Context: an optimization exercise on an open-source flow, tuned for small area. The choices shown serve that exercise and are no tape-out recipe.
The RTL was checked by simulation tests, not by an equivalence proof against the original design.
Power and IR drop assume default switching activity.

// top
module top(
    input clk,
    input rstb,
    input uart_rx,
    output uart_tx,
    output logic [7:0] led_out,
    output logic [3:0] led_enb
);
export LEC_CHECK = 0
export CAP_MARGIN = 20
export CORE_MARGIN = 2
export CORE_UTILIZATION = 70
export PLACE_DENSITY = 0.9
export SLEW_MARGIN = 20
create_clock -name core_clock -period 5.0 [get_ports {clk}]
standard.sh (not shown) runs the stock make flow with config.mk's settings and CLKGATE_MAP_FILE= SYNTH_SCRIPT=/design/flow/synth_recipe.tcl, a recipe that flattens the netlist after the stock synthesis.
==> flow/flow/run.sh <==
#!/bin/bash
# Standard synthesis, then the combinational logic re-mapped by ABC for
# area, then the standard layout from floorplan to finish.
set -euo pipefail
RES=$PWD/orfs/results/$FLOW_PLATFORM/top/base
bash standard.sh synth > std_synth.log 2>&1
cp $RES/1_2_yosys.v std_1_2_yosys.v
export LIB=$FLOW_HOME/platforms/sky130hd/lib/sky130_fd_sc_hd__tt_025C_1v80.lib
export RES
export DONT_USE="$(make -s -C $FLOW_HOME DESIGN_CONFIG=$FLOW_CONFIG print-DONT_USE_CELLS 2>/dev/null | sed 's/^DONT_USE_CELLS[:=] *//')"
export ABC_SCRIPT="+strash;dch;amap;topo"
yosys -c flow/remap.tcl > remap.log 2>&1
rm -f $RES/1_synth.odb $RES/1_synth.sdc
export CTS_ARGS="-sink_clustering_enable -repair_clock_nets -dont_use_dummy_load"
export BUFFER_PORTS_ARGS="-buffer_cell sky130_fd_sc_hd__buf_1"
bash standard.sh finish > std_finish.log 2>&1
==> flow/flow/remap.tcl <==
# Re-map the combinational logic of the standard synthesis for area.
# The flip-flops (and tie cells) are kept as they are, with their names.
set lib $::env(LIB)
set res $::env(RES)
set dont_use {}
foreach c $::env(DONT_USE) { lappend dont_use -dont_use $c }
yosys read_liberty -ignore_miss_func $lib
yosys read_verilog $res/1_2_yosys.v
yosys hierarchy -top top
yosys setattr -mod -set keep_hierarchy 1 sky130_fd_sc_hd__df* sky130_fd_sc_hd__edf* sky130_fd_sc_hd__sdf* sky130_fd_sc_hd__sedf* sky130_fd_sc_hd__conb*
yosys flatten
yosys opt_clean -purge
yosys stat -liberty $lib
yosys abc -liberty $lib {*}$dont_use -script $::env(ABC_SCRIPT)
yosys opt_clean -purge
yosys hilomap -singleton -hicell sky130_fd_sc_hd__conb_1 HI -locell sky130_fd_sc_hd__conb_1 LO
yosys insbuf -buf sky130_fd_sc_hd__buf_4 A X
yosys stat -liberty $lib
yosys select top
yosys write_verilog -noattr -nohex -nodec -selected $res/1_2_yosys.v
==> next run, changes <==
--- a/flow/flow/run.sh
+++ b/flow/flow/run.sh
@@ -14,3 +14,2 @@
 export CTS_ARGS="-sink_clustering_enable -repair_clock_nets -dont_use_dummy_load"
-export BUFFER_PORTS_ARGS="-buffer_cell sky130_fd_sc_hd__buf_1"
 bash standard.sh finish > std_finish.log 2>&1
CORE_UTILIZATION = 40   (was 70)
PLACE_DENSITY = default   (was 0.9)
Result: The changed run finished with timing, DRC and antenna clean. Cell area went up by 3.7%. Total power went up by 0.88%. Worst setup slack gets better by 120 ps. Non-clock buffer count does not change. Routed wire length went down by 0.71%.

========
The RTL this note starts from:
==> flow/design.v <==
module top(
    input clk,
    input rstb,
    input uart_rx,
    output uart_tx,
    output logic [7:0] led_out,
    output logic [3:0] led_enb
);
    logic [26:0] cnt;
    wire led_tick = &cnt[23:0];
    logic [2:0] m7;
    always @(posedge clk or negedge rstb) begin
        if(~rstb) begin
            cnt <= 0;
            m7 <= 0;
        end else begin
            cnt <= cnt + 1;
            m7 <= {m7[1:0], ~(m7[2] ^ m7[1])};
        end
    end
    wire rx_en = (cnt[1:0] == 2'd3) && (m7 == 3'b100);    
    wire tx_en = rx_en && (cnt[5:2] == 4'hf);             
    wire ph1 = (cnt[1:0] == 2'd1) && (m7 == 3'b001);      
    wire ph2 = (cnt[1:0] == 2'd2) && (m7 == 3'b011);      
    logic rx_run;
    logic [3:0] bit_sel;
    logic [3:0] sample;
    logic [7:0] rx_data;
    always @(posedge clk or negedge rstb) begin
        if(~rstb) begin
            rx_run <= 0;
            bit_sel <= 0;
            sample <= 0;
        end else begin
            rx_run <= rx_run ? !(bit_sel == 4'd9 && sample == 4'd9) : !uart_rx;
            if(rx_en) begin
                if(!rx_run) begin
                    bit_sel <= 0;
                    sample <= 0;
                end else begin
                    sample <= sample + 1;
                    if(sample == 4'hf) bit_sel <= bit_sel + 1;
                end
            end
        end
    end
    always @(posedge clk) begin
        if(rx_en && rx_run && sample == 4'd8) rx_data <= {uart_rx, rx_data[7:1]};
    end
    wire rx_hold = rx_run && bit_sel == 4'd8 && sample == 4'd9;
    wire take1 = rx_hold && ph1;
    wire take2 = rx_hold && ph2;
    logic [2:0] cmd;
    wire hi_zero = rx_data[7:2] == 0;
    always @(posedge clk or negedge rstb) begin
        if(~rstb) begin
            cmd <= 0;
        end else if(take2) begin
            case(cmd)
                3'b000: cmd <= (hi_zero && !rx_data[1]) ? {1'b0, rx_data[0], !rx_data[0]} : 3'b000;
                3'b001: cmd <= hi_zero ? {1'b1, rx_data[1:0]} : 3'b011;
                default: cmd <= 3'b000;
            endcase
        end
    end
    logic [7:0] digit_ctrl;
    logic [7:0] digit_status;
    logic digit_run;
    always @(posedge clk or negedge rstb) begin
        if(~rstb) begin
            digit_ctrl <= 0;
        end else if(take1 && cmd[2]) begin
            digit_ctrl <= (cmd[1:0] == 2'b00) ? rx_data : 8'h0;
        end
    end
    always @(posedge clk or negedge rstb) begin
        if(~rstb) begin
            digit_run <= 0;
        end else if(take2 && rx_data[0] && cmd[2] && (cmd[1] ^ cmd[0])) begin
            digit_run <= cmd[0];
        end
    end
    always @(posedge clk or negedge rstb) begin
        if(~rstb) begin
            digit_status <= 0;
        end else if(digit_run && led_tick) begin
            digit_status <= digit_status + 1;
        end
    end
    logic [9:0] tx_sh;
    wire [7:0] answer = !hi_zero ? 8'h0 :
                        (rx_data[1:0] == 2'd0) ? digit_ctrl :
                        (rx_data[1:0] == 2'd3) ? digit_status : 8'h0;
    always @(posedge clk or negedge rstb) begin
        if(~rstb) begin
            tx_sh <= 10'h3ff;
        end else if(take1 && cmd == 3'b010) begin
            tx_sh <= {answer, 2'b01};
        end else if(tx_en) begin
            tx_sh <= {1'b1, tx_sh[9:1]};
        end
    end
    assign uart_tx = tx_sh[0];
    wire [1:0] digit = cnt[17:16];
    wire [7:0] loop = 8'h1 << cnt[26:24];
    assign led_enb = ~(4'h1 << digit);
    assign led_out = digit == 2'd0 ? digit_ctrl :
                     digit == 2'd1 ? digit_status :
                     digit == 2'd2 ? loop : ~loop;
endmodule
export LEC_CHECK = 0
export CAP_MARGIN = 20
export CORE_MARGIN = 2
export CORE_UTILIZATION = 40
export SLEW_MARGIN = 20
create_clock -name core_clock -period 5.0 [get_ports {clk}]
run.sh (not shown) runs the stock make flow with config.mk's settings and CLKGATE_MAP_FILE= SYNTH_SCRIPT=/design/flow/synth_recipe.tcl, a recipe that flattens the netlist after the stock synthesis.
Stock flow here: none of the scripts above is used.
The first run finished clean.
Next try:
==> flow/flow/run.sh (new file) <==
#!/bin/bash
# Standard synthesis, then its combinational logic re-mapped by ABC for
# area (flip-flops kept with their names and cells), then the standard
# layout from floorplan to finish with smaller port buffers and no CTS
# dummy loads. Each tool writes its own log here.
set -euo pipefail
RES=$PWD/orfs/results/$FLOW_PLATFORM/top/base
bash standard.sh synth > std_synth.log 2>&1
cp $RES/1_2_yosys.v std_1_2_yosys.v
export LIB=$FLOW_HOME/platforms/sky130hd/lib/sky130_fd_sc_hd__tt_025C_1v80.lib
export RES
export DONT_USE="$(make -s -C $FLOW_HOME DESIGN_CONFIG=$FLOW_CONFIG print-DONT_USE_CELLS 2>/dev/null | sed 's/^DONT_USE_CELLS[:=] *//')"
I="strash;dc2;dch,-f;amap;"
export ABC_SCRIPT="+strash;&get,-n;&deepsyn,-T,20;&put;dch,-f;amap;${I}topo"
if ! timeout 600 yosys -c flow/remap.tcl > remap.log 2>&1; then
  cp std_1_2_yosys.v $RES/1_2_yosys.v
fi
rm -f $RES/1_synth.odb $RES/1_synth.sdc
export CTS_ARGS="-sink_clustering_enable -repair_clock_nets -dont_use_dummy_load"
export BUFFER_PORTS_ARGS="-buffer_cell sky130_fd_sc_hd__buf_1"
bash standard.sh finish > std_finish.log 2>&1
==> flow/flow/remap.tcl (new file) <==
# Re-map the combinational logic of the standard synthesis for area.
# The flip-flops (and tie cells) are kept as they are, with their names.
set lib $::env(LIB)
set res $::env(RES)
set dont_use {}
foreach c $::env(DONT_USE) { lappend dont_use -dont_use $c }
yosys read_liberty -ignore_miss_func $lib
yosys read_verilog $res/1_2_yosys.v
yosys hierarchy -top top
yosys setattr -mod -set keep_hierarchy 1 sky130_fd_sc_hd__df* sky130_fd_sc_hd__edf* sky130_fd_sc_hd__sdf* sky130_fd_sc_hd__sedf* sky130_fd_sc_hd__conb*
yosys flatten
yosys opt_clean -purge
yosys stat -liberty $lib
yosys abc -liberty $lib {*}$dont_use -script $::env(ABC_SCRIPT)
yosys opt_clean -purge
yosys hilomap -singleton -hicell sky130_fd_sc_hd__conb_1 HI -locell sky130_fd_sc_hd__conb_1 LO
yosys insbuf -buf sky130_fd_sc_hd__buf_4 A X
yosys stat -liberty $lib
yosys select top
yosys write_verilog -noattr -nohex -nodec -selected $res/1_2_yosys.v
==> flow/standard.sh (new file) <==
#!/bin/bash
# synth_recipe.tcl (not shown) runs the flow's synth.tcl, then flattens the netlist and writes it again
# the make line also repeats each setting of config.mk as NAME=value (left out here)
make -C /OpenROAD-flow-scripts/flow DESIGN_CONFIG=/design/flow/config.mk WORK_HOME=/design/flow/orfs CLKGATE_MAP_FILE= SYNTH_SCRIPT=/design/flow/synth_recipe.tcl "${@:-finish}"
Settings changed: CORE_UTILIZATION 40 to 70, PLACE_DENSITY set to 0.9.
removed: flow/run.sh
The changed run ran to the end with no violations.
Wire length decreases by about a fifth.
Final area went down by about a fifth.
Worst setup slack degrades by 0.72 ns.
Register-to-register slack gets worse by 1.8 ns.
Synthesized cell count drops by roughly a tenth.
Total power falls by roughly a tenth.
Critical path depth grows by 20.
Die area went down by well over a third.
Worst hold slack gets better by 0.0069 ns.
Count of clock-buffer cells in the layout is unchanged.
Via count came out lower by a few percent.

-- port drivers added, routing unchanged --
Ports are ideal in the flow. The routed layouts listed here were re-timed in OpenROAD. Step 1 (the two cells are an assumption about what drives the block):
set clk [get_ports {clk}]
set_driving_cell -lib_cell sky130_fd_sc_hd__clkbuf_16 $clk
set_driving_cell -lib_cell sky130_fd_sc_hd__buf_2 [delete_from_list [all_inputs] $clk]
Step 2, shift: input delay + t, output delay - t, t = (earliest + latest rising clock arrival at the registers) / 2. This alone moves slack from input paths to output paths. a / b / c = no drivers / after step 1 / after step 2; a / b = the first two.
| run | t, ns | setup slack, ns | worst data-port slew with drivers (ns) | cell pins on the clock port's net |
|---|---|---|---|---|
| the first run of note 1 | 0.368 | 0.978 / 0.978 / 0.978 | 0.03 | 1 |
| the second run of note 1 | 0.365 | 1.099 / 1.099 / 1.099 | 0.03 | 1 |
| the first run of note 2 | 0.399 | 1.371 / 1.338 / 1.738 | 0.04 | 1 |
| the second run of note 2 | 0.367 | 0.653 / 0.653 / 0.653 | 0.03 | 1 |
After both steps every run listed still meets setup and hold.
